This is an optimization exercise on Yosys and OpenROAD, whose aim is small area, a short achievable clock period and few clock cycles per item, not a production implementation.
No functional check of the RTL was part of any run shown here.

## flow/design.v (module list and top-level ports; edited modules follow where they fit)
// module sigmoid_unit: 595 lines
// module pfx_row_h2_r11_11_11: 45 lines
// module pfx_row_h2_r12_12_12: 51 lines
// module pfx_row_h2_r13_13_13: 53 lines
// module pfx_row_h2_r14_14_14: 59 lines
// module pfx_row_h2_r15_15_15: 61 lines
// module pfx_row_h2_r15_16_16: 69 lines
// module pfx_row_h3_r15_16_16: 63 lines
// module pfx_row_h3_r16_16_16: 63 lines
// module pfx_row_h3_r16_17_16: 67 lines
module sigmoid_unit (
    input  wire               clk,
    input  wire               rst,
    input  wire               in_valid,
    input  wire signed [15:0] net_in,
    output wire               out_valid,
    output wire signed [31:0] f_net,
    output wire signed [31:0] x,
    output wire signed [31:0] y,
    output wire signed [31:0] z
);
  // ...
==> flow/flow/run.sh <==
#!/bin/bash
set -euo pipefail
export BUFFER_PORTS_ARGS="-buffer_cell sky130_fd_sc_hd__buf_1"
# one tie cell drives all constant outputs
export SKIP_REPAIR_TIE_FANOUT=1
# stronger flip-flops where one drives several output buffers
export POST_GLOBAL_PLACE_TCL=$PWD/flow/upsize_out_ff.tcl UPSIZE_FF4_MIN=4 UPSIZE_FF2_MIN=2
bash standard.sh > standard.log 2>&1
==> flow/flow/upsize_out_ff.tcl <==
# Give the flip-flops that drive several output-port buffers (the copies of
# the sign bits, and the z bits that also drive f_net) a stronger drive.
set block [ord::get_db_block]
set n_up 0
foreach inst [$block getInsts] {
  if {[[$inst getMaster] getName] ne "sky130_fd_sc_hd__dfxtp_1"} { continue }
  set q [$inst findITerm Q]
  set net [$q getNet]
  if {$net eq "NULL"} { continue }
  set nout 0
  foreach it [$net getITerms] {
    if {[string match "output*" [[$it getInst] getName]]} { incr nout }
  }
  if {$nout >= $::env(UPSIZE_FF4_MIN)} {
    replace_cell [$inst getName] sky130_fd_sc_hd__dfxtp_4
    incr n_up
  } elseif {$nout >= $::env(UPSIZE_FF2_MIN)} {
    replace_cell [$inst getName] sky130_fd_sc_hd__dfxtp_2
    incr n_up
  }
}
puts "upsize_out_ff: resized $n_up flip-flops"
==> flow/standard.sh <==
#!/bin/bash
# synth_recipe.tcl (not shown) runs the flow's synth.tcl, then flattens the netlist and writes it again
# the make line also repeats each setting of config.mk as NAME=value (left out here)
make -C /OpenROAD-flow-scripts/flow DESIGN_CONFIG=/design/flow/config.mk WORK_HOME=/design/flow/orfs CLKGATE_MAP_FILE= SYNTH_SCRIPT=/design/flow/synth_recipe.tcl "${@:-finish}"
==> flow/config.mk <==
export PLATFORM = sky130hd
export DESIGN_NAME = sigmoid_unit
export DESIGN_NICKNAME = sigmoid_unit
export VERILOG_FILES = /design/flow/design.v
export SDC_FILE = /design/flow/constraint.sdc
export NUM_CORES = 4
export LEC_CHECK = 0
export ABC_AREA = 1
export CAP_MARGIN = 20
export CORE_MARGIN = 2
export CORE_UTILIZATION = 40
export CTS_BUF_LIST = sky130_fd_sc_hd__clkbuf_4 sky130_fd_sc_hd__clkbuf_8
export SLEW_MARGIN = 20
==> flow/constraint.sdc <==
create_clock -name core_clock -period 62.0 [get_ports {clk}]
set_input_delay 12.4000 -clock core_clock [delete_from_list [all_inputs] [get_ports {clk}]]
set_output_delay 12.4000 -clock core_clock [all_outputs]
set_load 0.01 [all_outputs]
==> summary.md, run 1 <==
| Metric | Value |
|---|---|
| Status | timing/DRC/antenna clean |
| Largest reg by FF count | xr |
| CTS hold repair buffers | 0 |
| Critical path origin | net_q[15]$_DFF_P_ |
| Num ports | between 100 and 150 |
| RSZ-0062 raised after global routing | no |
| CP Launch Type | flip-flop |
| Area of the multi-input gates | between 0.007 and 0.008 mm2 |
| Non-clk bufs | about 110 |
| Gr busiest metal | met2 |
| Rel. slew slack | 0.3482 |
| Final hold violations | 0 |
| R2r startpoint | net_q[15]$_DFF_P_ |
| Vias | about 9000 |
| GRT Residual Overflow | 0 |
| Mux contribution to synthesized area | 0.001752 |
| Clock Skew | 0.01446 ns |
| Met1 Use GR | 0.2125 |
| Top Layer Used | met4 |
| Count of cell types in the netlist | between 50 and 60 |
| Cts bufs inserted | 9 |
| Initial antenna violation count | 0 |
| First-pass GRT wire length | 41840 um |
| Number of global-route vias before repair | 8684 |
| Cell accounting for the most synthesized area | dfxtp_1 |
| Met2 Use GR | 0.3082 |
| H-tree levels | 3 |
| # clock sinks | 104 |
| Commonest cells in the synthesized netlist | nand2_1, inv_1, ha_1 |
| Avg Inst Size Synth | ~7.6 um2 |
| CTS max path bufs | 2 |
| Top cell class by occupied area | multi-input gates |
| Setup WS post-layout | roughly 46 ns |
| Buffer share of cell area | 0.03534 |
| Seq/Total Area, Yosys | 0.1822 |
| Fmax achieved | 62.67 MHz |
| Residual DRC count | 0 |
| Commonest non-fill, non-tap cell in the layout | nand2_1 |
| Gates resized, CTS repair | 0 |
==> inputs of run 2 (changes only) <==
==> flow/design.v (replaced) <==
module sigmoid_unit (
    input  wire               clk,
    input  wire               rst,
    input  wire               in_valid,
    input  wire signed [15:0] net_in,
    output wire               out_valid,
    output wire signed [31:0] f_net,
    output wire signed [31:0] x,
    output wire signed [31:0] y,
    output wire signed [31:0] z
);
reg [15:0] net_q;
reg        v0;
always @(posedge clk) begin
    net_q <= net_in;
    v0    <= in_valid & ~rst;
end
wire        s0 = net_q[15];
wire [15:0] d0 = ((net_q ^ {16{s0}}) + {15'd0, s0} + 16'd1000);
wire [10:0] tk9 = 11'd1953;
wire [10:0] df9;
wire        ge9;
pfx_row_h3_11_11 row9 (.t(tk9), .d(d0[10:0]), .hz(~|d0[15:11]), .ge(ge9), .r(df9));
wire [10:0] tr9 = df9;
wire [11:0] tk8 = {tr9, 1'b0};
wire [11:0] df8;
wire        ge8;
pfx_row_h3_12_12 row8 (.t(tk8), .d(d0[11:0]), .hz(~|d0[15:12]), .ge(ge8), .r(df8));
wire [11:0] tr8 = df8;
wire [12:0] tk7 = {tr8, 1'b0};
wire [12:0] df7;
wire        ge7;
pfx_row_h3_13_13 row7 (.t(tk7), .d(d0[12:0]), .hz(~|d0[15:13]), .ge(ge7), .r(df7));
wire [12:0] tr7 = df7;
wire [13:0] tk6 = {tr7, 1'b0};
wire [13:0] df6;
wire        ge6;
pfx_row_h3_14_14 row6 (.t(tk6), .d(d0[13:0]), .hz(~|d0[15:14]), .ge(ge6), .r(df6));
wire [13:0] tr6 = df6;
wire [14:0] tk5 = {tr6, 1'b1};
wire [14:0] df5;
wire        ge5;
pfx_row_h3_15_15 row5 (.t(tk5), .d(d0[14:0]), .hz(~|d0[15:15]), .ge(ge5), .r(df5));
wire [14:0] tr5 = df5;
reg [15:0] d1;
reg        s1;
reg        v1;
reg [14:0] t1;
reg        q9_1;
reg        q8_1;
reg        q7_1;
reg        q6_1;
reg        q5_1;
always @(posedge clk) begin
    d1 <= d0;
    s1 <= s0;
    v1 <= v0 & ~rst;
    t1 <= tr5;
    q9_1 <= ge9;
    q8_1 <= ge8;
    q7_1 <= ge7;
    q6_1 <= ge6;
    q5_1 <= ge5;
end
wire [15:0] tk4 = {t1, 1'b1};
wire [15:0] df4;
wire        ge4;
pfx_row_bk_16_16 row4 (.t(tk4), .d(d1[15:0]), .hz(1'b1), .ge(ge4), .r(df4));
wire [15:0] tr4 = df4;
wire [16:0] tk3 = {tr4, 1'b1};
wire [15:0] df3;
wire        ge3;
pfx_row_bk_17_16 row3 (.t(tk3), .d(d1[15:0]), .hz(1'b1), .ge(ge3), .r(df3));
wire [15:0] tr3 = df3;
wire [16:0] tk2 = {tr3, 1'b1};
wire [15:0] df2;
wire        ge2;
pfx_row_bk_17_16 row2 (.t(tk2), .d(d1[15:0]), .hz(1'b1), .ge(ge2), .r(df2));
wire [15:0] tr2 = df2;
wire [16:0] tk1 = {tr2, 1'b1};
wire [15:0] df1;
wire        ge1;
pfx_row_bk_17_16 row1 (.t(tk1), .d(d1[15:0]), .hz(1'b1), .ge(ge1), .r(df1));
wire [15:0] tr1 = df1;
wire [16:0] tk0 = {tr1, 1'b1};
wire [15:0] df0;
wire        ge0;
pfx_row_bk_17_16 row0 (.t(tk0), .d(d1[15:0]), .hz(1'b1), .ge(ge0), .r(df0));
wire [8:0]  qh = {q9_1, q8_1, q7_1, q6_1, q5_1, ge4, ge3, ge2, ge1};
wire        q0 = ge0;
wire [8:0] v;
wire [9:0] v_p, v_g;
assign v_g[0] = 1'b0; assign v_p[0] = 1'b0;
assign v_p[1] = (~qh[0]) ^ (1'b0); assign v_g[1] = (~qh[0]) & (1'b0);
assign v_p[2] = (~qh[1]) ^ (1'b0); assign v_g[2] = (~qh[1]) & (1'b0);
assign v_p[3] = (~qh[2]) ^ (1'b1); assign v_g[3] = (~qh[2]) & (1'b1);
assign v_p[4] = (~qh[3]) ^ (1'b0); assign v_g[4] = (~qh[3]) & (1'b0);
assign v_p[5] = (~qh[4]) ^ (1'b1); assign v_g[5] = (~qh[4]) & (1'b1);
assign v_p[6] = (~qh[5]) ^ (1'b1); assign v_g[6] = (~qh[5]) & (1'b1);
assign v_p[7] = (~qh[6]) ^ (1'b1); assign v_g[7] = (~qh[6]) & (1'b1);
assign v_p[8] = (~qh[7]) ^ (1'b1); assign v_g[8] = (~qh[7]) & (1'b1);
assign v_p[9] = (~qh[8]) ^ (1'b1); assign v_g[9] = (~qh[8]) & (1'b1);
wire v_g0_1 = v_g[1] | (v_p[1] & v_g[0]);
wire v_p0_1 = v_p[1] & v_p[0];
wire v_g1_2 = v_g[2] | (v_p[2] & v_g0_1);
wire v_p1_2 = v_p[2] & v_p0_1;
wire v_g2_3 = v_g[3] | (v_p[3] & v_g1_2);
wire v_p2_3 = v_p[3] & v_p1_2;
wire v_g3_4 = v_g[4] | (v_p[4] & v_g2_3);
wire v_p3_4 = v_p[4] & v_p2_3;
wire v_g4_5 = v_g[5] | (v_p[5] & v_g3_4);
wire v_p4_5 = v_p[5] & v_p3_4;
wire v_g5_6 = v_g[6] | (v_p[6] & v_g4_5);
wire v_p5_6 = v_p[6] & v_p4_5;
wire v_g6_7 = v_g[7] | (v_p[7] & v_g5_6);
wire v_p6_7 = v_p[7] & v_p5_6;
wire v_g7_8 = v_g[8] | (v_p[8] & v_g6_7);
wire v_p7_8 = v_p[8] & v_p6_7;
wire v_g8_9 = v_g[9] | (v_p[9] & v_g7_8);
wire v_p8_9 = v_p[9] & v_p7_8;
assign v[0] = v_p[1] ^ v_g[0];
assign v[1] = v_p[2] ^ v_g0_1;
assign v[2] = v_p[3] ^ v_g1_2;
assign v[3] = v_p[4] ^ v_g2_3;
assign v[4] = v_p[5] ^ v_g3_4;
assign v[5] = v_p[6] ^ v_g4_5;
assign v[6] = v_p[7] ^ v_g5_6;
assign v[7] = v_p[8] ^ v_g6_7;
assign v[8] = v_p[9] ^ v_g7_8;
wire [9:0] nv;
wire [10:0] nv_p, nv_g;
assign nv_g[0] = 1'b0; assign nv_p[0] = 1'b0;
assign nv_p[1] = (qh[0]) ^ (1'b1); assign nv_g[1] = (qh[0]) & (1'b1);
assign nv_p[2] = (qh[1]) ^ (1'b0); assign nv_g[2] = (qh[1]) & (1'b0);
assign nv_p[3] = (qh[2]) ^ (1'b1); assign nv_g[3] = (qh[2]) & (1'b1);
assign nv_p[4] = (qh[3]) ^ (1'b1); assign nv_g[4] = (qh[3]) & (1'b1);
assign nv_p[5] = (qh[4]) ^ (1'b0); assign nv_g[5] = (qh[4]) & (1'b0);
assign nv_p[6] = (qh[5]) ^ (1'b0); assign nv_g[6] = (qh[5]) & (1'b0);
assign nv_p[7] = (qh[6]) ^ (1'b0); assign nv_g[7] = (qh[6]) & (1'b0);
assign nv_p[8] = (qh[7]) ^ (1'b0); assign nv_g[8] = (qh[7]) & (1'b0);
assign nv_p[9] = (qh[8]) ^ (1'b0); assign nv_g[9] = (qh[8]) & (1'b0);
assign nv_p[10] = (1'b0) ^ (1'b1); assign nv_g[10] = (1'b0) & (1'b1);
wire nv_g0_1 = nv_g[1] | (nv_p[1] & nv_g[0]);
wire nv_p0_1 = nv_p[1] & nv_p[0];
wire nv_g1_2 = nv_g[2] | (nv_p[2] & nv_g0_1);
wire nv_p1_2 = nv_p[2] & nv_p0_1;
wire nv_g2_3 = nv_g[3] | (nv_p[3] & nv_g1_2);
wire nv_p2_3 = nv_p[3] & nv_p1_2;
wire nv_g3_4 = nv_g[4] | (nv_p[4] & nv_g2_3);
wire nv_p3_4 = nv_p[4] & nv_p2_3;
wire nv_g4_5 = nv_g[5] | (nv_p[5] & nv_g3_4);
wire nv_p4_5 = nv_p[5] & nv_p3_4;
wire nv_g5_6 = nv_g[6] | (nv_p[6] & nv_g4_5);
wire nv_p5_6 = nv_p[6] & nv_p4_5;
wire nv_g6_7 = nv_g[7] | (nv_p[7] & nv_g5_6);
wire nv_p6_7 = nv_p[7] & nv_p5_6;
wire nv_g7_8 = nv_g[8] | (nv_p[8] & nv_g6_7);
wire nv_p7_8 = nv_p[8] & nv_p6_7;
wire nv_g8_9 = nv_g[9] | (nv_p[9] & nv_g7_8);
wire nv_p8_9 = nv_p[9] & nv_p7_8;
wire nv_g9_10 = nv_g[10] | (nv_p[10] & nv_g8_9);
wire nv_p9_10 = nv_p[10] & nv_p8_9;
assign nv[0] = nv_p[1] ^ nv_g[0];
assign nv[1] = nv_p[2] ^ nv_g0_1;
assign nv[2] = nv_p[3] ^ nv_g1_2;
assign nv[3] = nv_p[4] ^ nv_g2_3;
assign nv[4] = nv_p[5] ^ nv_g3_4;
assign nv[5] = nv_p[6] ^ nv_g4_5;
assign nv[6] = nv_p[7] ^ nv_g5_6;
assign nv[7] = nv_p[8] ^ nv_g6_7;
assign nv[8] = nv_p[9] ^ nv_g7_8;
assign nv[9] = nv_p[10] ^ nv_g8_9;
wire [9:0] zp;
wire [10:0] zp_p, zp_g;
assign zp_g[0] = 1'b0; assign zp_p[0] = 1'b0;
assign zp_p[1] = (~qh[0]) ^ (1'b0); assign zp_g[1] = (~qh[0]) & (1'b0);
assign zp_p[2] = (~qh[1]) ^ (1'b0); assign zp_g[2] = (~qh[1]) & (1'b0);
assign zp_p[3] = (~qh[2]) ^ (1'b0); assign zp_g[3] = (~qh[2]) & (1'b0);
assign zp_p[4] = (~qh[3]) ^ (1'b1); assign zp_g[4] = (~qh[3]) & (1'b1);
assign zp_p[5] = (~qh[4]) ^ (1'b0); assign zp_g[5] = (~qh[4]) & (1'b0);
assign zp_p[6] = (~qh[5]) ^ (1'b1); assign zp_g[6] = (~qh[5]) & (1'b1);
assign zp_p[7] = (~qh[6]) ^ (1'b1); assign zp_g[7] = (~qh[6]) & (1'b1);
assign zp_p[8] = (~qh[7]) ^ (1'b1); assign zp_g[8] = (~qh[7]) & (1'b1);
assign zp_p[9] = (~qh[8]) ^ (1'b1); assign zp_g[9] = (~qh[8]) & (1'b1);
assign zp_p[10] = (1'b1) ^ (1'b1); assign zp_g[10] = (1'b1) & (1'b1);
wire zp_g0_1 = zp_g[1] | (zp_p[1] & zp_g[0]);
wire zp_p0_1 = zp_p[1] & zp_p[0];
wire zp_g1_2 = zp_g[2] | (zp_p[2] & zp_g0_1);
wire zp_p1_2 = zp_p[2] & zp_p0_1;
wire zp_g2_3 = zp_g[3] | (zp_p[3] & zp_g1_2);
wire zp_p2_3 = zp_p[3] & zp_p1_2;
wire zp_g3_4 = zp_g[4] | (zp_p[4] & zp_g2_3);
wire zp_p3_4 = zp_p[4] & zp_p2_3;
wire zp_g4_5 = zp_g[5] | (zp_p[5] & zp_g3_4);
wire zp_p4_5 = zp_p[5] & zp_p3_4;
wire zp_g5_6 = zp_g[6] | (zp_p[6] & zp_g4_5);
wire zp_p5_6 = zp_p[6] & zp_p4_5;
wire zp_g6_7 = zp_g[7] | (zp_p[7] & zp_g5_6);
wire zp_p6_7 = zp_p[7] & zp_p5_6;
wire zp_g7_8 = zp_g[8] | (zp_p[8] & zp_g6_7);
wire zp_p7_8 = zp_p[8] & zp_p6_7;
wire zp_g8_9 = zp_g[9] | (zp_p[9] & zp_g7_8);
wire zp_p8_9 = zp_p[9] & zp_p7_8;
wire zp_g9_10 = zp_g[10] | (zp_p[10] & zp_g8_9);
wire zp_p9_10 = zp_p[10] & zp_p8_9;
assign zp[0] = zp_p[1] ^ zp_g[0];
assign zp[1] = zp_p[2] ^ zp_g0_1;
assign zp[2] = zp_p[3] ^ zp_g1_2;
assign zp[3] = zp_p[4] ^ zp_g2_3;
assign zp[4] = zp_p[5] ^ zp_g3_4;
assign zp[5] = zp_p[6] ^ zp_g4_5;
assign zp[6] = zp_p[7] ^ zp_g5_6;
assign zp[7] = zp_p[8] ^ zp_g6_7;
assign zp[8] = zp_p[9] ^ zp_g7_8;
assign zp[9] = zp_p[10] ^ zp_g8_9;
wire [9:0] qh1;
wire [10:0] qh1_p, qh1_g;
assign qh1_g[0] = 1'b1; assign qh1_p[0] = 1'b0;
assign qh1_p[1] = (qh[0]) ^ (1'b0); assign qh1_g[1] = (qh[0]) & (1'b0);
assign qh1_p[2] = (qh[1]) ^ (1'b0); assign qh1_g[2] = (qh[1]) & (1'b0);
assign qh1_p[3] = (qh[2]) ^ (1'b0); assign qh1_g[3] = (qh[2]) & (1'b0);
assign qh1_p[4] = (qh[3]) ^ (1'b0); assign qh1_g[4] = (qh[3]) & (1'b0);
assign qh1_p[5] = (qh[4]) ^ (1'b0); assign qh1_g[5] = (qh[4]) & (1'b0);
assign qh1_p[6] = (qh[5]) ^ (1'b0); assign qh1_g[6] = (qh[5]) & (1'b0);
assign qh1_p[7] = (qh[6]) ^ (1'b0); assign qh1_g[7] = (qh[6]) & (1'b0);
assign qh1_p[8] = (qh[7]) ^ (1'b0); assign qh1_g[8] = (qh[7]) & (1'b0);
assign qh1_p[9] = (qh[8]) ^ (1'b0); assign qh1_g[9] = (qh[8]) & (1'b0);
assign qh1_p[10] = (1'b0) ^ (1'b0); assign qh1_g[10] = (1'b0) & (1'b0);
wire qh1_g0_1 = qh1_g[1] | (qh1_p[1] & qh1_g[0]);
wire qh1_p0_1 = qh1_p[1] & qh1_p[0];
wire qh1_g1_2 = qh1_g[2] | (qh1_p[2] & qh1_g0_1);
wire qh1_p1_2 = qh1_p[2] & qh1_p0_1;
wire qh1_g2_3 = qh1_g[3] | (qh1_p[3] & qh1_g1_2);
wire qh1_p2_3 = qh1_p[3] & qh1_p1_2;
wire qh1_g3_4 = qh1_g[4] | (qh1_p[4] & qh1_g2_3);
wire qh1_p3_4 = qh1_p[4] & qh1_p2_3;
wire qh1_g4_5 = qh1_g[5] | (qh1_p[5] & qh1_g3_4);
wire qh1_p4_5 = qh1_p[5] & qh1_p3_4;
wire qh1_g5_6 = qh1_g[6] | (qh1_p[6] & qh1_g4_5);
wire qh1_p5_6 = qh1_p[6] & qh1_p4_5;
wire qh1_g6_7 = qh1_g[7] | (qh1_p[7] & qh1_g5_6);
wire qh1_p6_7 = qh1_p[7] & qh1_p5_6;
wire qh1_g7_8 = qh1_g[8] | (qh1_p[8] & qh1_g6_7);
wire qh1_p7_8 = qh1_p[8] & qh1_p6_7;
wire qh1_g8_9 = qh1_g[9] | (qh1_p[9] & qh1_g7_8);
wire qh1_p8_9 = qh1_p[9] & qh1_p7_8;
wire qh1_g9_10 = qh1_g[10] | (qh1_p[10] & qh1_g8_9);
wire qh1_p9_10 = qh1_p[10] & qh1_p8_9;
assign qh1[0] = qh1_p[1] ^ qh1_g[0];
assign qh1[1] = qh1_p[2] ^ qh1_g0_1;
assign qh1[2] = qh1_p[3] ^ qh1_g1_2;
assign qh1[3] = qh1_p[4] ^ qh1_g2_3;
assign qh1[4] = qh1_p[5] ^ qh1_g3_4;
assign qh1[5] = qh1_p[6] ^ qh1_g4_5;
assign qh1[6] = qh1_p[7] ^ qh1_g5_6;
assign qh1[7] = qh1_p[8] ^ qh1_g6_7;
assign qh1[8] = qh1_p[9] ^ qh1_g7_8;
assign qh1[9] = qh1_p[10] ^ qh1_g8_9;
wire [9:0]  yv  = s1 ? (q0 ? {nv[8:0], 1'b0} : {~v, 1'b1}) : {v, ~q0};
wire [9:0]  zv  = s1 ? (q0 ? qh1 : {1'b0, qh}) : zp;
wire        yneg0 = s1 & (d1 >= 16'd1002);
wire        yneg1 = s1 & (d1 != 16'd1001);
wire        yneg2 = s1 & ((|d1[15:10]) | (d1[9:0] >= 10'd1002));
wire        yneg3 = s1 & (d1[15:1] != 15'd500);
wire [15:0] nn;
wire [16:0] nn_p, nn_g;
assign nn_g[0] = 1'b0; assign nn_p[0] = 1'b0;
assign nn_p[1] = (d1[0] ^ s1) ^ (s1); assign nn_g[1] = (d1[0] ^ s1) & (s1);
assign nn_p[2] = (d1[1] ^ s1) ^ (1'b0); assign nn_g[2] = (d1[1] ^ s1) & (1'b0);
assign nn_p[3] = (d1[2] ^ s1) ^ (1'b0); assign nn_g[3] = (d1[2] ^ s1) & (1'b0);
assign nn_p[4] = (d1[3] ^ s1) ^ (1'b1); assign nn_g[4] = (d1[3] ^ s1) & (1'b1);
assign nn_p[5] = (d1[4] ^ s1) ^ (~s1); assign nn_g[5] = (d1[4] ^ s1) & (~s1);
assign nn_p[6] = (d1[5] ^ s1) ^ (s1); assign nn_g[6] = (d1[5] ^ s1) & (s1);
assign nn_p[7] = (d1[6] ^ s1) ^ (s1); assign nn_g[7] = (d1[6] ^ s1) & (s1);
assign nn_p[8] = (d1[7] ^ s1) ^ (s1); assign nn_g[8] = (d1[7] ^ s1) & (s1);
assign nn_p[9] = (d1[8] ^ s1) ^ (s1); assign nn_g[9] = (d1[8] ^ s1) & (s1);
assign nn_p[10] = (d1[9] ^ s1) ^ (s1); assign nn_g[10] = (d1[9] ^ s1) & (s1);
assign nn_p[11] = (d1[10] ^ s1) ^ (~s1); assign nn_g[11] = (d1[10] ^ s1) & (~s1);
assign nn_p[12] = (d1[11] ^ s1) ^ (~s1); assign nn_g[12] = (d1[11] ^ s1) & (~s1);
assign nn_p[13] = (d1[12] ^ s1) ^ (~s1); assign nn_g[13] = (d1[12] ^ s1) & (~s1);
assign nn_p[14] = (d1[13] ^ s1) ^ (~s1); assign nn_g[14] = (d1[13] ^ s1) & (~s1);
assign nn_p[15] = (d1[14] ^ s1) ^ (~s1); assign nn_g[15] = (d1[14] ^ s1) & (~s1);
assign nn_p[16] = (d1[15] ^ s1) ^ (~s1); assign nn_g[16] = (d1[15] ^ s1) & (~s1);
wire nn_g0_1 = nn_g[1] | (nn_p[1] & nn_g[0]);
wire nn_p0_1 = nn_p[1] & nn_p[0];
wire nn_g1_2 = nn_g[2] | (nn_p[2] & nn_g0_1);
wire nn_p1_2 = nn_p[2] & nn_p0_1;
wire nn_g2_3 = nn_g[3] | (nn_p[3] & nn_g1_2);
wire nn_p2_3 = nn_p[3] & nn_p1_2;
wire nn_g3_4 = nn_g[4] | (nn_p[4] & nn_g2_3);
wire nn_p3_4 = nn_p[4] & nn_p2_3;
wire nn_g4_5 = nn_g[5] | (nn_p[5] & nn_g3_4);
wire nn_p4_5 = nn_p[5] & nn_p3_4;
wire nn_g5_6 = nn_g[6] | (nn_p[6] & nn_g4_5);
wire nn_p5_6 = nn_p[6] & nn_p4_5;
wire nn_g6_7 = nn_g[7] | (nn_p[7] & nn_g5_6);
wire nn_p6_7 = nn_p[7] & nn_p5_6;
wire nn_g7_8 = nn_g[8] | (nn_p[8] & nn_g6_7);
wire nn_p7_8 = nn_p[8] & nn_p6_7;
wire nn_g8_9 = nn_g[9] | (nn_p[9] & nn_g7_8);
wire nn_p8_9 = nn_p[9] & nn_p7_8;
wire nn_g9_10 = nn_g[10] | (nn_p[10] & nn_g8_9);
wire nn_p9_10 = nn_p[10] & nn_p8_9;
wire nn_g10_11 = nn_g[11] | (nn_p[11] & nn_g9_10);
wire nn_p10_11 = nn_p[11] & nn_p9_10;
wire nn_g11_12 = nn_g[12] | (nn_p[12] & nn_g10_11);
wire nn_p11_12 = nn_p[12] & nn_p10_11;
wire nn_g12_13 = nn_g[13] | (nn_p[13] & nn_g11_12);
wire nn_p12_13 = nn_p[13] & nn_p11_12;
wire nn_g13_14 = nn_g[14] | (nn_p[14] & nn_g12_13);
wire nn_p13_14 = nn_p[14] & nn_p12_13;
wire nn_g14_15 = nn_g[15] | (nn_p[15] & nn_g13_14);
wire nn_p14_15 = nn_p[15] & nn_p13_14;
wire nn_g15_16 = nn_g[16] | (nn_p[16] & nn_g14_15);
wire nn_p15_16 = nn_p[16] & nn_p14_15;
assign nn[0] = nn_p[1] ^ nn_g[0];
assign nn[1] = nn_p[2] ^ nn_g0_1;
assign nn[2] = nn_p[3] ^ nn_g1_2;
assign nn[3] = nn_p[4] ^ nn_g2_3;
assign nn[4] = nn_p[5] ^ nn_g3_4;
assign nn[5] = nn_p[6] ^ nn_g4_5;
assign nn[6] = nn_p[7] ^ nn_g5_6;
assign nn[7] = nn_p[8] ^ nn_g6_7;
assign nn[8] = nn_p[9] ^ nn_g7_8;
assign nn[9] = nn_p[10] ^ nn_g8_9;
assign nn[10] = nn_p[11] ^ nn_g9_10;
assign nn[11] = nn_p[12] ^ nn_g10_11;
assign nn[12] = nn_p[13] ^ nn_g11_12;
assign nn[13] = nn_p[14] ^ nn_g12_13;
assign nn[14] = nn_p[15] ^ nn_g13_14;
assign nn[15] = nn_p[16] ^ nn_g14_15;
wire [21:0] n22  = {{6{s1}}, nn};
wire [21:0] x1;
wire [22:0] x1_p, x1_g;
assign x1_g[0] = 1'b0; assign x1_p[0] = 1'b0;
assign x1_p[1] = (n22[0]) ^ (1'b0); assign x1_g[1] = (n22[0]) & (1'b0);
assign x1_p[2] = (n22[1]) ^ (1'b0); assign x1_g[2] = (n22[1]) & (1'b0);
assign x1_p[3] = (n22[2]) ^ (1'b0); assign x1_g[3] = (n22[2]) & (1'b0);
assign x1_p[4] = (n22[3]) ^ (1'b0); assign x1_g[4] = (n22[3]) & (1'b0);
assign x1_p[5] = (n22[4]) ^ (1'b0); assign x1_g[5] = (n22[4]) & (1'b0);
assign x1_p[6] = (n22[5]) ^ (1'b0); assign x1_g[6] = (n22[5]) & (1'b0);
assign x1_p[7] = (n22[6]) ^ (1'b0); assign x1_g[7] = (n22[6]) & (1'b0);
assign x1_p[8] = (n22[7]) ^ (n22[0]); assign x1_g[8] = (n22[7]) & (n22[0]);
assign x1_p[9] = (n22[8]) ^ (n22[1]); assign x1_g[9] = (n22[8]) & (n22[1]);
assign x1_p[10] = (n22[9]) ^ (n22[2]); assign x1_g[10] = (n22[9]) & (n22[2]);
assign x1_p[11] = (n22[10]) ^ (n22[3]); assign x1_g[11] = (n22[10]) & (n22[3]);
assign x1_p[12] = (n22[11]) ^ (n22[4]); assign x1_g[12] = (n22[11]) & (n22[4]);
assign x1_p[13] = (n22[12]) ^ (n22[5]); assign x1_g[13] = (n22[12]) & (n22[5]);
assign x1_p[14] = (n22[13]) ^ (n22[6]); assign x1_g[14] = (n22[13]) & (n22[6]);
assign x1_p[15] = (n22[14]) ^ (n22[7]); assign x1_g[15] = (n22[14]) & (n22[7]);
assign x1_p[16] = (n22[15]) ^ (n22[8]); assign x1_g[16] = (n22[15]) & (n22[8]);
assign x1_p[17] = (n22[16]) ^ (n22[9]); assign x1_g[17] = (n22[16]) & (n22[9]);
assign x1_p[18] = (n22[17]) ^ (n22[10]); assign x1_g[18] = (n22[17]) & (n22[10]);
assign x1_p[19] = (n22[18]) ^ (n22[11]); assign x1_g[19] = (n22[18]) & (n22[11]);
assign x1_p[20] = (n22[19]) ^ (n22[12]); assign x1_g[20] = (n22[19]) & (n22[12]);
assign x1_p[21] = (n22[20]) ^ (n22[13]); assign x1_g[21] = (n22[20]) & (n22[13]);
assign x1_p[22] = (n22[21]) ^ (n22[14]); assign x1_g[22] = (n22[21]) & (n22[14]);
wire x1_g0_1 = x1_g[1] | (x1_p[1] & x1_g[0]);
wire x1_p0_1 = x1_p[1] & x1_p[0];
wire x1_g1_2 = x1_g[2] | (x1_p[2] & x1_g0_1);
wire x1_p1_2 = x1_p[2] & x1_p0_1;
wire x1_g2_3 = x1_g[3] | (x1_p[3] & x1_g1_2);
wire x1_p2_3 = x1_p[3] & x1_p1_2;
wire x1_g3_4 = x1_g[4] | (x1_p[4] & x1_g2_3);
wire x1_p3_4 = x1_p[4] & x1_p2_3;
wire x1_g4_5 = x1_g[5] | (x1_p[5] & x1_g3_4);
wire x1_p4_5 = x1_p[5] & x1_p3_4;
wire x1_g5_6 = x1_g[6] | (x1_p[6] & x1_g4_5);
wire x1_p5_6 = x1_p[6] & x1_p4_5;
wire x1_g6_7 = x1_g[7] | (x1_p[7] & x1_g5_6);
wire x1_p6_7 = x1_p[7] & x1_p5_6;
wire x1_g7_8 = x1_g[8] | (x1_p[8] & x1_g6_7);
wire x1_p7_8 = x1_p[8] & x1_p6_7;
wire x1_g8_9 = x1_g[9] | (x1_p[9] & x1_g7_8);
wire x1_p8_9 = x1_p[9] & x1_p7_8;
wire x1_g9_10 = x1_g[10] | (x1_p[10] & x1_g8_9);
wire x1_p9_10 = x1_p[10] & x1_p8_9;
wire x1_g10_11 = x1_g[11] | (x1_p[11] & x1_g9_10);
wire x1_p10_11 = x1_p[11] & x1_p9_10;
wire x1_g11_12 = x1_g[12] | (x1_p[12] & x1_g10_11);
wire x1_p11_12 = x1_p[12] & x1_p10_11;
wire x1_g12_13 = x1_g[13] | (x1_p[13] & x1_g11_12);
wire x1_p12_13 = x1_p[13] & x1_p11_12;
wire x1_g13_14 = x1_g[14] | (x1_p[14] & x1_g12_13);
wire x1_p13_14 = x1_p[14] & x1_p12_13;
wire x1_g14_15 = x1_g[15] | (x1_p[15] & x1_g13_14);
wire x1_p14_15 = x1_p[15] & x1_p13_14;
wire x1_g15_16 = x1_g[16] | (x1_p[16] & x1_g14_15);
wire x1_p15_16 = x1_p[16] & x1_p14_15;
wire x1_g16_17 = x1_g[17] | (x1_p[17] & x1_g15_16);
wire x1_p16_17 = x1_p[17] & x1_p15_16;
wire x1_g17_18 = x1_g[18] | (x1_p[18] & x1_g16_17);
wire x1_p17_18 = x1_p[18] & x1_p16_17;
wire x1_g18_19 = x1_g[19] | (x1_p[19] & x1_g17_18);
wire x1_p18_19 = x1_p[19] & x1_p17_18;
wire x1_g19_20 = x1_g[20] | (x1_p[20] & x1_g18_19);
wire x1_p19_20 = x1_p[20] & x1_p18_19;
wire x1_g20_21 = x1_g[21] | (x1_p[21] & x1_g19_20);
wire x1_p20_21 = x1_p[21] & x1_p19_20;
wire x1_g21_22 = x1_g[22] | (x1_p[22] & x1_g20_21);
wire x1_p21_22 = x1_p[22] & x1_p20_21;
assign x1[0] = x1_p[1] ^ x1_g[0];
assign x1[1] = x1_p[2] ^ x1_g0_1;
assign x1[2] = x1_p[3] ^ x1_g1_2;
assign x1[3] = x1_p[4] ^ x1_g2_3;
assign x1[4] = x1_p[5] ^ x1_g3_4;
assign x1[5] = x1_p[6] ^ x1_g4_5;
assign x1[6] = x1_p[7] ^ x1_g5_6;
assign x1[7] = x1_p[8] ^ x1_g6_7;
assign x1[8] = x1_p[9] ^ x1_g7_8;
assign x1[9] = x1_p[10] ^ x1_g8_9;
assign x1[10] = x1_p[11] ^ x1_g9_10;
assign x1[11] = x1_p[12] ^ x1_g10_11;
assign x1[12] = x1_p[13] ^ x1_g11_12;
assign x1[13] = x1_p[14] ^ x1_g12_13;
assign x1[14] = x1_p[15] ^ x1_g13_14;
assign x1[15] = x1_p[16] ^ x1_g14_15;
assign x1[16] = x1_p[17] ^ x1_g15_16;
assign x1[17] = x1_p[18] ^ x1_g16_17;
assign x1[18] = x1_p[19] ^ x1_g17_18;
assign x1[19] = x1_p[20] ^ x1_g18_19;
assign x1[20] = x1_p[21] ^ x1_g19_20;
assign x1[21] = x1_p[22] ^ x1_g20_21;
wire [21:0] xx;
wire [22:0] xx_p, xx_g;
assign xx_g[0] = 1'b1; assign xx_p[0] = 1'b0;
assign xx_p[1] = (x1[0]) ^ (1'b1); assign xx_g[1] = (x1[0]) & (1'b1);
assign xx_p[2] = (x1[1]) ^ (1'b1); assign xx_g[2] = (x1[1]) & (1'b1);
assign xx_p[3] = (x1[2]) ^ (~n22[0]); assign xx_g[3] = (x1[2]) & (~n22[0]);
assign xx_p[4] = (x1[3]) ^ (~n22[1]); assign xx_g[4] = (x1[3]) & (~n22[1]);
assign xx_p[5] = (x1[4]) ^ (~n22[2]); assign xx_g[5] = (x1[4]) & (~n22[2]);
assign xx_p[6] = (x1[5]) ^ (~n22[3]); assign xx_g[6] = (x1[5]) & (~n22[3]);
assign xx_p[7] = (x1[6]) ^ (~n22[4]); assign xx_g[7] = (x1[6]) & (~n22[4]);
assign xx_p[8] = (x1[7]) ^ (~n22[5]); assign xx_g[8] = (x1[7]) & (~n22[5]);
assign xx_p[9] = (x1[8]) ^ (~n22[6]); assign xx_g[9] = (x1[8]) & (~n22[6]);
assign xx_p[10] = (x1[9]) ^ (~n22[7]); assign xx_g[10] = (x1[9]) & (~n22[7]);
assign xx_p[11] = (x1[10]) ^ (~n22[8]); assign xx_g[11] = (x1[10]) & (~n22[8]);
assign xx_p[12] = (x1[11]) ^ (~n22[9]); assign xx_g[12] = (x1[11]) & (~n22[9]);
assign xx_p[13] = (x1[12]) ^ (~n22[10]); assign xx_g[13] = (x1[12]) & (~n22[10]);
assign xx_p[14] = (x1[13]) ^ (~n22[11]); assign xx_g[14] = (x1[13]) & (~n22[11]);
assign xx_p[15] = (x1[14]) ^ (~n22[12]); assign xx_g[15] = (x1[14]) & (~n22[12]);
assign xx_p[16] = (x1[15]) ^ (~n22[13]); assign xx_g[16] = (x1[15]) & (~n22[13]);
assign xx_p[17] = (x1[16]) ^ (~n22[14]); assign xx_g[17] = (x1[16]) & (~n22[14]);
assign xx_p[18] = (x1[17]) ^ (~n22[15]); assign xx_g[18] = (x1[17]) & (~n22[15]);
assign xx_p[19] = (x1[18]) ^ (~n22[16]); assign xx_g[19] = (x1[18]) & (~n22[16]);
assign xx_p[20] = (x1[19]) ^ (~n22[17]); assign xx_g[20] = (x1[19]) & (~n22[17]);
assign xx_p[21] = (x1[20]) ^ (~n22[18]); assign xx_g[21] = (x1[20]) & (~n22[18]);
assign xx_p[22] = (x1[21]) ^ (~n22[19]); assign xx_g[22] = (x1[21]) & (~n22[19]);
wire xx_g0_1 = xx_g[1] | (xx_p[1] & xx_g[0]);
wire xx_p0_1 = xx_p[1] & xx_p[0];
wire xx_g1_2 = xx_g[2] | (xx_p[2] & xx_g0_1);
wire xx_p1_2 = xx_p[2] & xx_p0_1;
wire xx_g2_3 = xx_g[3] | (xx_p[3] & xx_g1_2);
wire xx_p2_3 = xx_p[3] & xx_p1_2;
wire xx_g3_4 = xx_g[4] | (xx_p[4] & xx_g2_3);
wire xx_p3_4 = xx_p[4] & xx_p2_3;
wire xx_g4_5 = xx_g[5] | (xx_p[5] & xx_g3_4);
wire xx_p4_5 = xx_p[5] & xx_p3_4;
wire xx_g5_6 = xx_g[6] | (xx_p[6] & xx_g4_5);
wire xx_p5_6 = xx_p[6] & xx_p4_5;
wire xx_g6_7 = xx_g[7] | (xx_p[7] & xx_g5_6);
wire xx_p6_7 = xx_p[7] & xx_p5_6;
wire xx_g7_8 = xx_g[8] | (xx_p[8] & xx_g6_7);
wire xx_p7_8 = xx_p[8] & xx_p6_7;
wire xx_g8_9 = xx_g[9] | (xx_p[9] & xx_g7_8);
wire xx_p8_9 = xx_p[9] & xx_p7_8;
wire xx_g9_10 = xx_g[10] | (xx_p[10] & xx_g8_9);
wire xx_p9_10 = xx_p[10] & xx_p8_9;
wire xx_g10_11 = xx_g[11] | (xx_p[11] & xx_g9_10);
wire xx_p10_11 = xx_p[11] & xx_p9_10;
wire xx_g11_12 = xx_g[12] | (xx_p[12] & xx_g10_11);
wire xx_p11_12 = xx_p[12] & xx_p10_11;
wire xx_g12_13 = xx_g[13] | (xx_p[13] & xx_g11_12);
wire xx_p12_13 = xx_p[13] & xx_p11_12;
wire xx_g13_14 = xx_g[14] | (xx_p[14] & xx_g12_13);
wire xx_p13_14 = xx_p[14] & xx_p12_13;
wire xx_g14_15 = xx_g[15] | (xx_p[15] & xx_g13_14);
wire xx_p14_15 = xx_p[15] & xx_p13_14;
wire xx_g15_16 = xx_g[16] | (xx_p[16] & xx_g14_15);
wire xx_p15_16 = xx_p[16] & xx_p14_15;
wire xx_g16_17 = xx_g[17] | (xx_p[17] & xx_g15_16);
wire xx_p16_17 = xx_p[17] & xx_p15_16;
wire xx_g17_18 = xx_g[18] | (xx_p[18] & xx_g16_17);
wire xx_p17_18 = xx_p[18] & xx_p16_17;
wire xx_g18_19 = xx_g[19] | (xx_p[19] & xx_g17_18);
wire xx_p18_19 = xx_p[19] & xx_p17_18;
wire xx_g19_20 = xx_g[20] | (xx_p[20] & xx_g18_19);
wire xx_p19_20 = xx_p[20] & xx_p18_19;
wire xx_g20_21 = xx_g[21] | (xx_p[21] & xx_g19_20);
wire xx_p20_21 = xx_p[21] & xx_p19_20;
wire xx_g21_22 = xx_g[22] | (xx_p[22] & xx_g20_21);
wire xx_p21_22 = xx_p[22] & xx_p20_21;
assign xx[0] = xx_p[1] ^ xx_g[0];
assign xx[1] = xx_p[2] ^ xx_g0_1;
assign xx[2] = xx_p[3] ^ xx_g1_2;
assign xx[3] = xx_p[4] ^ xx_g2_3;
assign xx[4] = xx_p[5] ^ xx_g3_4;
assign xx[5] = xx_p[6] ^ xx_g4_5;
assign xx[6] = xx_p[7] ^ xx_g5_6;
assign xx[7] = xx_p[8] ^ xx_g6_7;
assign xx[8] = xx_p[9] ^ xx_g7_8;
assign xx[9] = xx_p[10] ^ xx_g8_9;
assign xx[10] = xx_p[11] ^ xx_g9_10;
assign xx[11] = xx_p[12] ^ xx_g10_11;
assign xx[12] = xx_p[13] ^ xx_g11_12;
assign xx[13] = xx_p[14] ^ xx_g12_13;
assign xx[14] = xx_p[15] ^ xx_g13_14;
assign xx[15] = xx_p[16] ^ xx_g14_15;
assign xx[16] = xx_p[17] ^ xx_g15_16;
assign xx[17] = xx_p[18] ^ xx_g16_17;
assign xx[18] = xx_p[19] ^ xx_g17_18;
assign xx[19] = xx_p[20] ^ xx_g18_19;
assign xx[20] = xx_p[21] ^ xx_g19_20;
assign xx[21] = xx_p[22] ^ xx_g20_21;
reg        vo;
reg [2:0] xs;
reg [3:0] ys;
reg [21:0] xr;
reg [9:0]  yr;
reg [9:0]  zr;
always @(posedge clk) begin
    vo <= v1 & ~rst;
    xs[0] <= s1;
    xs[1] <= s1 & (d1 != 16'd1000);
    xs[2] <= nn[15];
    ys[0] <= yneg0;
    ys[1] <= yneg1;
    ys[2] <= yneg2;
    ys[3] <= yneg3;
    xr <= xx;
    yr <= yv;
    zr <= zv;
end
assign out_valid = vo;
assign x     = {xs[0], xs[0], xs[0], xs[1], xs[1], xs[2], xs[2], xr, 3'b000};
assign y     = {ys[0], ys[0], ys[0], ys[0], ys[0], ys[0], ys[1], ys[1], ys[1], ys[1], ys[1], ys[2], ys[2], ys[2], ys[2], ys[2], ys[2], ys[3], ys[3], ys[3], ys[3], ys[3], yr};
assign z     = {21'd0, zr, yr[0]};
assign f_net = {22'd0, zr};
endmodule
module pfx_row_h3_11_11 (
    input  wire [10:0] t,
    input  wire [10:0] d,
    input  wire        hz,
    output wire        ge,
    output wire [10:0] r
);
wire [10:0] dd = d;
wire [10:0] p = ~(t ^ dd);    
wire [10:0] g = ~t & dd;      
wire g0_1 = g[1] | (p[1] & g[0]);
wire p0_1 = p[1] & p[0];
wire g0_4 = g[4] | (p[4] & g[3]);
wire p0_4 = p[4] & p[3];
wire g0_7 = g[7] | (p[7] & g[6]);
wire p0_7 = p[7] & p[6];
wire g0_10 = g[10] | (p[10] & g[9]);
wire p0_10 = p[10] & p[9];
wire g1_2 = g[2] | (p[2] & g0_1);
wire p1_2 = p[2] & p0_1;
wire g1_5 = g[5] | (p[5] & g0_4);
wire p1_5 = p[5] & p0_4;
wire g1_8 = g[8] | (p[8] & g0_7);
wire p1_8 = p[8] & p0_7;
wire g2_5 = g1_5 | (p1_5 & g1_2);
wire p2_5 = p1_5 & p1_2;
wire g3_8 = g1_8 | (p1_8 & g2_5);
wire p3_8 = p1_8 & p2_5;
wire g4_3 = g[3] | (p[3] & g1_2);
wire p4_3 = p[3] & p1_2;
wire g4_4 = g0_4 | (p0_4 & g1_2);
wire p4_4 = p0_4 & p1_2;
wire g4_6 = g[6] | (p[6] & g2_5);
wire p4_6 = p[6] & p2_5;
wire g4_7 = g0_7 | (p0_7 & g2_5);
wire p4_7 = p0_7 & p2_5;
wire g4_9 = g[9] | (p[9] & g3_8);
wire p4_9 = p[9] & p3_8;
wire g4_10 = g0_10 | (p0_10 & g3_8);
wire p4_10 = p0_10 & p3_8;
wire [10:0] bi = {g4_9, g3_8, g4_7, g4_6, g2_5, g4_4, g4_3, g1_2, g0_1, g[0], 1'b0};
assign ge = hz & ~g4_10;
wire [10:0] df = t ^ dd ^ bi;
assign r  = ge ? df[10:0] : t[10:0];
endmodule
module pfx_row_h3_12_12 (
    input  wire [11:0] t,
    input  wire [11:0] d,
    input  wire        hz,
    output wire        ge,
    output wire [11:0] r
);
wire [11:0] dd = d;
wire [11:0] p = ~(t ^ dd);    
wire [11:0] g = ~t & dd;      
wire g0_1 = g[1] | (p[1] & g[0]);
wire p0_1 = p[1] & p[0];
wire g0_4 = g[4] | (p[4] & g[3]);
wire p0_4 = p[4] & p[3];
wire g0_7 = g[7] | (p[7] & g[6]);
wire p0_7 = p[7] & p[6];
wire g0_10 = g[10] | (p[10] & g[9]);
wire p0_10 = p[10] & p[9];
wire g1_2 = g[2] | (p[2] & g0_1);
wire p1_2 = p[2] & p0_1;
wire g1_5 = g[5] | (p[5] & g0_4);
wire p1_5 = p[5] & p0_4;
wire g1_8 = g[8] | (p[8] & g0_7);
wire p1_8 = p[8] & p0_7;
wire g1_11 = g[11] | (p[11] & g0_10);
wire p1_11 = p[11] & p0_10;
wire g2_5 = g1_5 | (p1_5 & g1_2);
wire p2_5 = p1_5 & p1_2;
wire g2_11 = g1_11 | (p1_11 & g1_8);
wire p2_11 = p1_11 & p1_8;
wire g3_8 = g1_8 | (p1_8 & g2_5);
wire p3_8 = p1_8 & p2_5;
wire g3_11 = g2_11 | (p2_11 & g2_5);
wire p3_11 = p2_11 & p2_5;
wire g4_3 = g[3] | (p[3] & g1_2);
wire p4_3 = p[3] & p1_2;
wire g4_4 = g0_4 | (p0_4 & g1_2);
wire p4_4 = p0_4 & p1_2;
wire g4_6 = g[6] | (p[6] & g2_5);
wire p4_6 = p[6] & p2_5;
wire g4_7 = g0_7 | (p0_7 & g2_5);
wire p4_7 = p0_7 & p2_5;
wire g4_9 = g[9] | (p[9] & g3_8);
wire p4_9 = p[9] & p3_8;
wire g4_10 = g0_10 | (p0_10 & g3_8);
wire p4_10 = p0_10 & p3_8;
wire [11:0] bi = {g4_10, g4_9, g3_8, g4_7, g4_6, g2_5, g4_4, g4_3, g1_2, g0_1, g[0], 1'b0};
assign ge = hz & ~g3_11;
wire [11:0] df = t ^ dd ^ bi;
assign r  = ge ? df[11:0] : t[11:0];
endmodule
module pfx_row_h3_13_13 (
    input  wire [12:0] t,
    input  wire [12:0] d,
    input  wire        hz,
    output wire        ge,
    output wire [12:0] r
);
wire [12:0] dd = d;
wire [12:0] p = ~(t ^ dd);    
wire [12:0] g = ~t & dd;      
wire g0_1 = g[1] | (p[1] & g[0]);
wire p0_1 = p[1] & p[0];
wire g0_4 = g[4] | (p[4] & g[3]);
wire p0_4 = p[4] & p[3];
wire g0_7 = g[7] | (p[7] & g[6]);
wire p0_7 = p[7] & p[6];
wire g0_10 = g[10] | (p[10] & g[9]);
wire p0_10 = p[10] & p[9];
wire g1_2 = g[2] | (p[2] & g0_1);
wire p1_2 = p[2] & p0_1;
wire g1_5 = g[5] | (p[5] & g0_4);
wire p1_5 = p[5] & p0_4;
wire g1_8 = g[8] | (p[8] & g0_7);
wire p1_8 = p[8] & p0_7;
wire g1_11 = g[11] | (p[11] & g0_10);
wire p1_11 = p[11] & p0_10;
wire g2_5 = g1_5 | (p1_5 & g1_2);
wire p2_5 = p1_5 & p1_2;
wire g2_11 = g1_11 | (p1_11 & g1_8);
wire p2_11 = p1_11 & p1_8;
wire g3_8 = g1_8 | (p1_8 & g2_5);
wire p3_8 = p1_8 & p2_5;
wire g3_11 = g2_11 | (p2_11 & g2_5);
wire p3_11 = p2_11 & p2_5;
wire g4_3 = g[3] | (p[3] & g1_2);
wire p4_3 = p[3] & p1_2;
wire g4_4 = g0_4 | (p0_4 & g1_2);
wire p4_4 = p0_4 & p1_2;
wire g4_6 = g[6] | (p[6] & g2_5);
wire p4_6 = p[6] & p2_5;
wire g4_7 = g0_7 | (p0_7 & g2_5);
wire p4_7 = p0_7 & p2_5;
wire g4_9 = g[9] | (p[9] & g3_8);
wire p4_9 = p[9] & p3_8;
wire g4_10 = g0_10 | (p0_10 & g3_8);
wire p4_10 = p0_10 & p3_8;
wire g4_12 = g[12] | (p[12] & g3_11);
wire p4_12 = p[12] & p3_11;
wire [12:0] bi = {g3_11, g4_10, g4_9, g3_8, g4_7, g4_6, g2_5, g4_4, g4_3, g1_2, g0_1, g[0], 1'b0};
assign ge = hz & ~g4_12;
wire [12:0] df = t ^ dd ^ bi;
assign r  = ge ? df[12:0] : t[12:0];
endmodule
module pfx_row_h3_14_14 (
    input  wire [13:0] t,
    input  wire [13:0] d,
    input  wire        hz,
    output wire        ge,
    output wire [13:0] r
);
wire [13:0] dd = d;
wire [13:0] p = ~(t ^ dd);    
wire [13:0] g = ~t & dd;      
wire g0_1 = g[1] | (p[1] & g[0]);
wire p0_1 = p[1] & p[0];
wire g0_4 = g[4] | (p[4] & g[3]);
wire p0_4 = p[4] & p[3];
wire g0_7 = g[7] | (p[7] & g[6]);
wire p0_7 = p[7] & p[6];
wire g0_10 = g[10] | (p[10] & g[9]);
wire p0_10 = p[10] & p[9];
wire g0_13 = g[13] | (p[13] & g[12]);
wire p0_13 = p[13] & p[12];
wire g1_2 = g[2] | (p[2] & g0_1);
wire p1_2 = p[2] & p0_1;
wire g1_5 = g[5] | (p[5] & g0_4);
wire p1_5 = p[5] & p0_4;
wire g1_8 = g[8] | (p[8] & g0_7);
wire p1_8 = p[8] & p0_7;
wire g1_11 = g[11] | (p[11] & g0_10);
wire p1_11 = p[11] & p0_10;
wire g2_5 = g1_5 | (p1_5 & g1_2);
wire p2_5 = p1_5 & p1_2;
wire g2_11 = g1_11 | (p1_11 & g1_8);
wire p2_11 = p1_11 & p1_8;
wire g3_8 = g1_8 | (p1_8 & g2_5);
wire p3_8 = p1_8 & p2_5;
wire g3_11 = g2_11 | (p2_11 & g2_5);
wire p3_11 = p2_11 & p2_5;
wire g4_3 = g[3] | (p[3] & g1_2);
wire p4_3 = p[3] & p1_2;
wire g4_4 = g0_4 | (p0_4 & g1_2);
wire p4_4 = p0_4 & p1_2;
wire g4_6 = g[6] | (p[6] & g2_5);
wire p4_6 = p[6] & p2_5;
wire g4_7 = g0_7 | (p0_7 & g2_5);
wire p4_7 = p0_7 & p2_5;
wire g4_9 = g[9] | (p[9] & g3_8);
wire p4_9 = p[9] & p3_8;
wire g4_10 = g0_10 | (p0_10 & g3_8);
wire p4_10 = p0_10 & p3_8;
wire g4_12 = g[12] | (p[12] & g3_11);
wire p4_12 = p[12] & p3_11;
wire g4_13 = g0_13 | (p0_13 & g3_11);
wire p4_13 = p0_13 & p3_11;
wire [13:0] bi = {g4_12, g3_11, g4_10, g4_9, g3_8, g4_7, g4_6, g2_5, g4_4, g4_3, g1_2, g0_1, g[0], 1'b0};
assign ge = hz & ~g4_13;
wire [13:0] df = t ^ dd ^ bi;
assign r  = ge ? df[13:0] : t[13:0];
endmodule
module pfx_row_h3_15_15 (
    input  wire [14:0] t,
    input  wire [14:0] d,
    input  wire        hz,
    output wire        ge,
    output wire [14:0] r
);
wire [14:0] dd = d;
wire [14:0] p = ~(t ^ dd);    
wire [14:0] g = ~t & dd;      
wire g0_1 = g[1] | (p[1] & g[0]);
wire p0_1 = p[1] & p[0];
wire g0_4 = g[4] | (p[4] & g[3]);
wire p0_4 = p[4] & p[3];
wire g0_7 = g[7] | (p[7] & g[6]);
wire p0_7 = p[7] & p[6];
wire g0_10 = g[10] | (p[10] & g[9]);
wire p0_10 = p[10] & p[9];
wire g0_13 = g[13] | (p[13] & g[12]);
wire p0_13 = p[13] & p[12];
wire g1_2 = g[2] | (p[2] & g0_1);
wire p1_2 = p[2] & p0_1;
wire g1_5 = g[5] | (p[5] & g0_4);
wire p1_5 = p[5] & p0_4;
wire g1_8 = g[8] | (p[8] & g0_7);
wire p1_8 = p[8] & p0_7;
wire g1_11 = g[11] | (p[11] & g0_10);
wire p1_11 = p[11] & p0_10;
wire g1_14 = g[14] | (p[14] & g0_13);
wire p1_14 = p[14] & p0_13;
wire g2_5 = g1_5 | (p1_5 & g1_2);
wire p2_5 = p1_5 & p1_2;
wire g2_11 = g1_11 | (p1_11 & g1_8);
wire p2_11 = p1_11 & p1_8;
wire g3_8 = g1_8 | (p1_8 & g2_5);
wire p3_8 = p1_8 & p2_5;
wire g3_11 = g2_11 | (p2_11 & g2_5);
wire p3_11 = p2_11 & p2_5;
wire g4_14 = g1_14 | (p1_14 & g3_11);
wire p4_14 = p1_14 & p3_11;
wire g5_3 = g[3] | (p[3] & g1_2);
wire p5_3 = p[3] & p1_2;
wire g5_4 = g0_4 | (p0_4 & g1_2);
wire p5_4 = p0_4 & p1_2;
wire g5_6 = g[6] | (p[6] & g2_5);
wire p5_6 = p[6] & p2_5;
wire g5_7 = g0_7 | (p0_7 & g2_5);
wire p5_7 = p0_7 & p2_5;
wire g5_9 = g[9] | (p[9] & g3_8);
wire p5_9 = p[9] & p3_8;
wire g5_10 = g0_10 | (p0_10 & g3_8);
wire p5_10 = p0_10 & p3_8;
wire g5_12 = g[12] | (p[12] & g3_11);
wire p5_12 = p[12] & p3_11;
wire g5_13 = g0_13 | (p0_13 & g3_11);
wire p5_13 = p0_13 & p3_11;
wire [14:0] bi = {g5_13, g5_12, g3_11, g5_10, g5_9, g3_8, g5_7, g5_6, g2_5, g5_4, g5_3, g1_2, g0_1, g[0], 1'b0};
assign ge = hz & ~g4_14;
wire [14:0] df = t ^ dd ^ bi;
assign r  = ge ? df[14:0] : t[14:0];
endmodule
module pfx_row_bk_16_16 (
    input  wire [15:0] t,
    input  wire [15:0] d,
    input  wire        hz,
    output wire        ge,
    output wire [15:0] r
);
wire [15:0] dd = d;
wire [15:0] p = ~(t ^ dd);    
wire [15:0] g = ~t & dd;      
wire g0_1 = g[1] | (p[1] & g[0]);
wire p0_1 = p[1] & p[0];
wire g0_3 = g[3] | (p[3] & g[2]);
wire p0_3 = p[3] & p[2];
wire g0_5 = g[5] | (p[5] & g[4]);
wire p0_5 = p[5] & p[4];
wire g0_7 = g[7] | (p[7] & g[6]);
wire p0_7 = p[7] & p[6];
wire g0_9 = g[9] | (p[9] & g[8]);
wire p0_9 = p[9] & p[8];
wire g0_11 = g[11] | (p[11] & g[10]);
wire p0_11 = p[11] & p[10];
wire g0_13 = g[13] | (p[13] & g[12]);
wire p0_13 = p[13] & p[12];
wire g0_15 = g[15] | (p[15] & g[14]);
wire p0_15 = p[15] & p[14];
wire g1_3 = g0_3 | (p0_3 & g0_1);
wire p1_3 = p0_3 & p0_1;
wire g1_7 = g0_7 | (p0_7 & g0_5);
wire p1_7 = p0_7 & p0_5;
wire g1_11 = g0_11 | (p0_11 & g0_9);
wire p1_11 = p0_11 & p0_9;
wire g1_15 = g0_15 | (p0_15 & g0_13);
wire p1_15 = p0_15 & p0_13;
wire g2_7 = g1_7 | (p1_7 & g1_3);
wire p2_7 = p1_7 & p1_3;
wire g2_15 = g1_15 | (p1_15 & g1_11);
wire p2_15 = p1_15 & p1_11;
wire g3_15 = g2_15 | (p2_15 & g2_7);
wire p3_15 = p2_15 & p2_7;
wire g4_11 = g1_11 | (p1_11 & g2_7);
wire p4_11 = p1_11 & p2_7;
wire g5_5 = g0_5 | (p0_5 & g1_3);
wire p5_5 = p0_5 & p1_3;
wire g5_9 = g0_9 | (p0_9 & g2_7);
wire p5_9 = p0_9 & p2_7;
wire g5_13 = g0_13 | (p0_13 & g4_11);
wire p5_13 = p0_13 & p4_11;
wire g6_2 = g[2] | (p[2] & g0_1);
wire p6_2 = p[2] & p0_1;
wire g6_4 = g[4] | (p[4] & g1_3);
wire p6_4 = p[4] & p1_3;
wire g6_6 = g[6] | (p[6] & g5_5);
wire p6_6 = p[6] & p5_5;
wire g6_8 = g[8] | (p[8] & g2_7);
wire p6_8 = p[8] & p2_7;
wire g6_10 = g[10] | (p[10] & g5_9);
wire p6_10 = p[10] & p5_9;
wire g6_12 = g[12] | (p[12] & g4_11);
wire p6_12 = p[12] & p4_11;
wire g6_14 = g[14] | (p[14] & g5_13);
wire p6_14 = p[14] & p5_13;
wire [15:0] bi = {g6_14, g5_13, g6_12, g4_11, g6_10, g5_9, g6_8, g2_7, g6_6, g5_5, g6_4, g1_3, g6_2, g0_1, g[0], 1'b0};
assign ge = hz & ~g3_15;
wire [15:0] df = t ^ dd ^ bi;
assign r  = ge ? df[15:0] : t[15:0];
endmodule
module pfx_row_bk_17_16 (
    input  wire [16:0] t,
    input  wire [15:0] d,
    input  wire        hz,
    output wire        ge,
    output wire [15:0] r
);
wire [16:0] dd = {1'd0, d};
wire [16:0] p = ~(t ^ dd);    
wire [16:0] g = ~t & dd;      
wire g0_1 = g[1] | (p[1] & g[0]);
wire p0_1 = p[1] & p[0];
wire g0_3 = g[3] | (p[3] & g[2]);
wire p0_3 = p[3] & p[2];
wire g0_5 = g[5] | (p[5] & g[4]);
wire p0_5 = p[5] & p[4];
wire g0_7 = g[7] | (p[7] & g[6]);
wire p0_7 = p[7] & p[6];
wire g0_9 = g[9] | (p[9] & g[8]);
wire p0_9 = p[9] & p[8];
wire g0_11 = g[11] | (p[11] & g[10]);
wire p0_11 = p[11] & p[10];
wire g0_13 = g[13] | (p[13] & g[12]);
wire p0_13 = p[13] & p[12];
wire g0_15 = g[15] | (p[15] & g[14]);
wire p0_15 = p[15] & p[14];
wire g1_3 = g0_3 | (p0_3 & g0_1);
wire p1_3 = p0_3 & p0_1;
wire g1_7 = g0_7 | (p0_7 & g0_5);
wire p1_7 = p0_7 & p0_5;
wire g1_11 = g0_11 | (p0_11 & g0_9);
wire p1_11 = p0_11 & p0_9;
wire g1_15 = g0_15 | (p0_15 & g0_13);
wire p1_15 = p0_15 & p0_13;
wire g2_7 = g1_7 | (p1_7 & g1_3);
wire p2_7 = p1_7 & p1_3;
wire g2_15 = g1_15 | (p1_15 & g1_11);
wire p2_15 = p1_15 & p1_11;
wire g3_15 = g2_15 | (p2_15 & g2_7);
wire p3_15 = p2_15 & p2_7;
wire g4_11 = g1_11 | (p1_11 & g2_7);
wire p4_11 = p1_11 & p2_7;
wire g5_5 = g0_5 | (p0_5 & g1_3);
wire p5_5 = p0_5 & p1_3;
wire g5_9 = g0_9 | (p0_9 & g2_7);
wire p5_9 = p0_9 & p2_7;
wire g5_13 = g0_13 | (p0_13 & g4_11);
wire p5_13 = p0_13 & p4_11;
wire g6_2 = g[2] | (p[2] & g0_1);
wire p6_2 = p[2] & p0_1;
wire g6_4 = g[4] | (p[4] & g1_3);
wire p6_4 = p[4] & p1_3;
wire g6_6 = g[6] | (p[6] & g5_5);
wire p6_6 = p[6] & p5_5;
wire g6_8 = g[8] | (p[8] & g2_7);
wire p6_8 = p[8] & p2_7;
wire g6_10 = g[10] | (p[10] & g5_9);
wire p6_10 = p[10] & p5_9;
wire g6_12 = g[12] | (p[12] & g4_11);
wire p6_12 = p[12] & p4_11;
wire g6_14 = g[14] | (p[14] & g5_13);
wire p6_14 = p[14] & p5_13;
wire g6_16 = g[16] | (p[16] & g3_15);
wire p6_16 = p[16] & p3_15;
wire [16:0] bi = {g3_15, g6_14, g5_13, g6_12, g4_11, g6_10, g5_9, g6_8, g2_7, g6_6, g5_5, g6_4, g1_3, g6_2, g0_1, g[0], 1'b0};
assign ge = hz & ~g6_16;
wire [16:0] df = t ^ dd ^ bi;
assign r  = ge ? df[15:0] : t[15:0];
endmodule
==> run 2 against run 1 <==
Effect of this change:
- highest routed layer unchanged
- still clean
- global-route usage decreased by 0.13 points
- largest cell class unchanged
- clock-buffer cell count shrank 2
- wire length fell by 1.4%
- via count shrank 1.3%
==> summary.md, run 2 <==
| Metric | Value |
|---|---|
| CTS clk-pin slew, worst paths | approximately 0.10 ns |
| H-tree levels | 3 (unchanged) |
| Initial antenna violation count | 0 (unchanged) |
| Commonest cells after routing, fill and taps aside | nand2_1, inv_1, ha_1 |
| Residual DRC count | 0 (unchanged) |
| CORE AREA | ~0.029 mm2 |
| Cts bufs inserted | 9 (unchanged) |
| Final core utilization | 0.4170 |
| Synth-to-layout area growth | 2.780% |
| Critical path's slowest cell | dfxtp_2 |
| Final setup fails | 0 |
| Starting Density | 0.4057 |
| Wire length on met3 | just under 700 um |
| Die Y | 174.4 um |
| Buffers and inverters on the worst path | 1 |
| Critical-path cell list | buf_1 |
| Post-route cell area | between 0.01 and 0.015 mm2 |
| CP max stage delay | approximately 0.35 ns |
| DP Cell Count | about 1900 |
| CP Class | reg2out |
| GRT Residual Overflow | 0 (unchanged) |
| Final hold violations | 0 (unchanged) |
| Clk Latency, worst-skew pair | roughly 0.40 ns |
| Top Layer Used | met4 |
| Synthesized flop and latch total | between 100 and 150 |
| Layout cells sized above 1 | 0.1026 |
| GR Util All Layers | 0.1686 |
| Ant. Diodes | 0 |
| FP Rows | 62 |
| TritonRoute pass-1 iters | 4 |
| CP Launch Type | flip-flop |
| NumNets Final | ~1700 |
| DRT Wirelength | around 24000 um |
| Placed Area | roughly 0.012 mm2 |
| Worst hold path type | reg2reg |
| DPL Wire Length | 20250 um |
| Commonest non-fill, non-tap cell in the layout | nand2_1 |
| Largest reg by FF count | xr |
| PortBufs | 101 |
| Fin crit share | 0.2148 |
| Synth warnings | 1 |
| Wirelength per Cell | 12.93 um |
| Avg Inst Size Synth | 7.878 um2 (+3.9%) |
| DR WL met2 | 12150 um |
| Post-synth ARST share | 0 |
| Top-area cell type share of the netlist area | 0.1776 |
| Count of cell types in the netlist | 51 (-1.9%) |
| Critical Path Fanout Max | 2 |
| Die width | between 150 and 200 um |
| RSZ-0062 raised after global routing | no |
| Setup Fix Bufs, Post-CTS | 0 |
| Fmax achieved | 75.07 MHz (+20%) |
| Detailed-route vias per instance | 4.748 |
| Number of flip-flops under the largest register name | 22 |
| CTS hold repair buffers | 0 (unchanged) |
| Synthesized area | ~0.012 mm2 |
| Num ports | 148 (unchanged) |
| TritonCTS clock tree | done |
| Critical Path RT | ~50 ns |
| Commonest cells in the synthesized netlist | nand2_1, inv_1, ha_1 |
| Die area | 0.03041 mm2 |
| Largest regs | xr (22), d1 (16), net_q (16) |
| Top delay family on crit path | flip-flops |
| Syn nets | roughly 1700 |
| Finished Layout Cells | ~1900 |
| First-pass GRT wire length | 42150 um (+0.73%) |
| Rel. slew slack | 0.4057 (+0.05752) |
| Min cycle time layout | 13.32 ns |
| EDFF count, synth | 0 |
| Clock Skew | 0.01501 ns (+0.0005529 ns) |
| CTS Root Cell | clkbuf_8 |
| Number of global-route vias before repair | 9028 (+4.0%) |
| WL met1 | between 10000 and 15000 um |
| Maxcap violations | 0 |
| Max-slew violation count | 0 |
| CTS max path bufs | 2 (unchanged) |
| Most frequent cell after synthesis | nand2_1 |
| Post-Route Setup TNS | 0 ns |
| Status | timing/DRC/antenna clean |
| Cell count after synthesis | ~1500 |
| Vias | 8859 (-1.3%) |
| Post-DRT Antenna Nets | 0 |
| Ranking of synthesized cells by area | dfxtp_1, ha_1, fa_1, nand2_1, inv_1 |
| Seq/Total Area, Yosys | 0.1776 (-0.004609) |
| Ys flop type | dfxtp_1 |
| # clock sinks | 103 (-0.96%) |
| CP arrival | between 0.9 and 1 ns |
| Cell accounting for the most synthesized area | dfxtp_1 |
| Gates resized, CTS repair | 0 (unchanged) |
| Largest net degree at the start of global routing | 57 |
| Worst-margin pin slew | 0.8884 ns |
| Initial drt markers | between 200 and 300 |
| Kind of end point of the critical path | primary output |
==> run 2: changes by cell type in the layout (fill, tap and decap cells not counted), moves of 13 or more <==
cell / change
ha_1: +13
inv_1: -13
inv_2: +13
nand2_1: -44
nor2_1: -18
o21ai_1: -14
o21ai_2: +13
==> run 2: final timing paths <==
path                   end  cells past startpoint              start  slack (ns)
max                   z[0]                      1      yr[0]$_DFF_P_       48.68
min             v1$_DFF_P_                      2         v0$_DFF_P_        0.41
max reg2reg  t1[1]$_DFF_P_                     75  net_q[15]$_DFF_P_       49.56
min reg2reg     v1$_DFF_P_                      2         v0$_DFF_P_        0.41
==> run 2: layout make-up <==
class                           instances  area [um2]
Timing Repair Buffer                  104       401.6
Tap cell                              384       480.5
Clock buffer                           10       131.4
Fill cell                            2924       16690
Multi-Input combinational cell       1050        7966
Clock inverter                          6       70.07
Sequential cell                       103        2096
Inverter                              209       789.5
==> run 2: metrics by stage <==
step,worst slack (ns),hold slack (ns)
3_3_place_gp,49.06,0.3918
3_5_place_dp,49.09,0.3981
6_report,48.68,0.4110
5_1_grt,48.11,0.4284
2_1_floorplan,49.03,0.3883
4_1_cts,48.63,0.4144
==> run 2: kinds of logic after synthesis <==
group                    Yosys count  synth area share
AND/OR/NAND/NOR                  537            0.2119
buffers and inverters            321            0.1367
adder cells (fa/ha/maj)          232            0.3017
AO/OA/AOI/OAI                    190            0.1011
flip-flops                       103            0.1776
XOR/XNOR                          90           0.07068
other                              1         0.0003229
==> run 2: worst min-delay path, delay by kind of cell (launching register included) <==
kind,cells,cell delay [ns]
buffers and inverters,1,0.04
flip-flops,1,0.31
AND/OR/NAND/NOR,1,0.03
==> run 2: metal layers <==
metal | track usage | up-vias
met5 | 0 | -
met4 | 0.04447 | 0
met3 | 0.02362 | 21
met2 | 0.3145 | 112
met1 | 0.2014 | 4084
li1 | - | 4642

## what the ideal ports hide
How much do the figures lean on ideal ports? The routed layouts below were timed once more, with nothing changed but the port constraints.
Step 1, drivers: a clkbuf_16 drives clk and a buf_2 each remaining input, both assumed.
Step 2 moves the port delays by t, midway between the first and last clock arrival at a register: inputs arrive t later, outputs are due t later. That takes back most of the time a late clock gives input paths.
a / b / c = ideal ports / drivers / drivers and shift; a / b = the first two.
run	t, ns	setup slack, ns	worst slew at a driven data input, ns
run 1	0.434	46.043 / 46.043 / 46.043	0.05
run 2	0.430	48.679 / 48.643 / 49.073	0.03
After both steps every run listed still meets setup and hold.
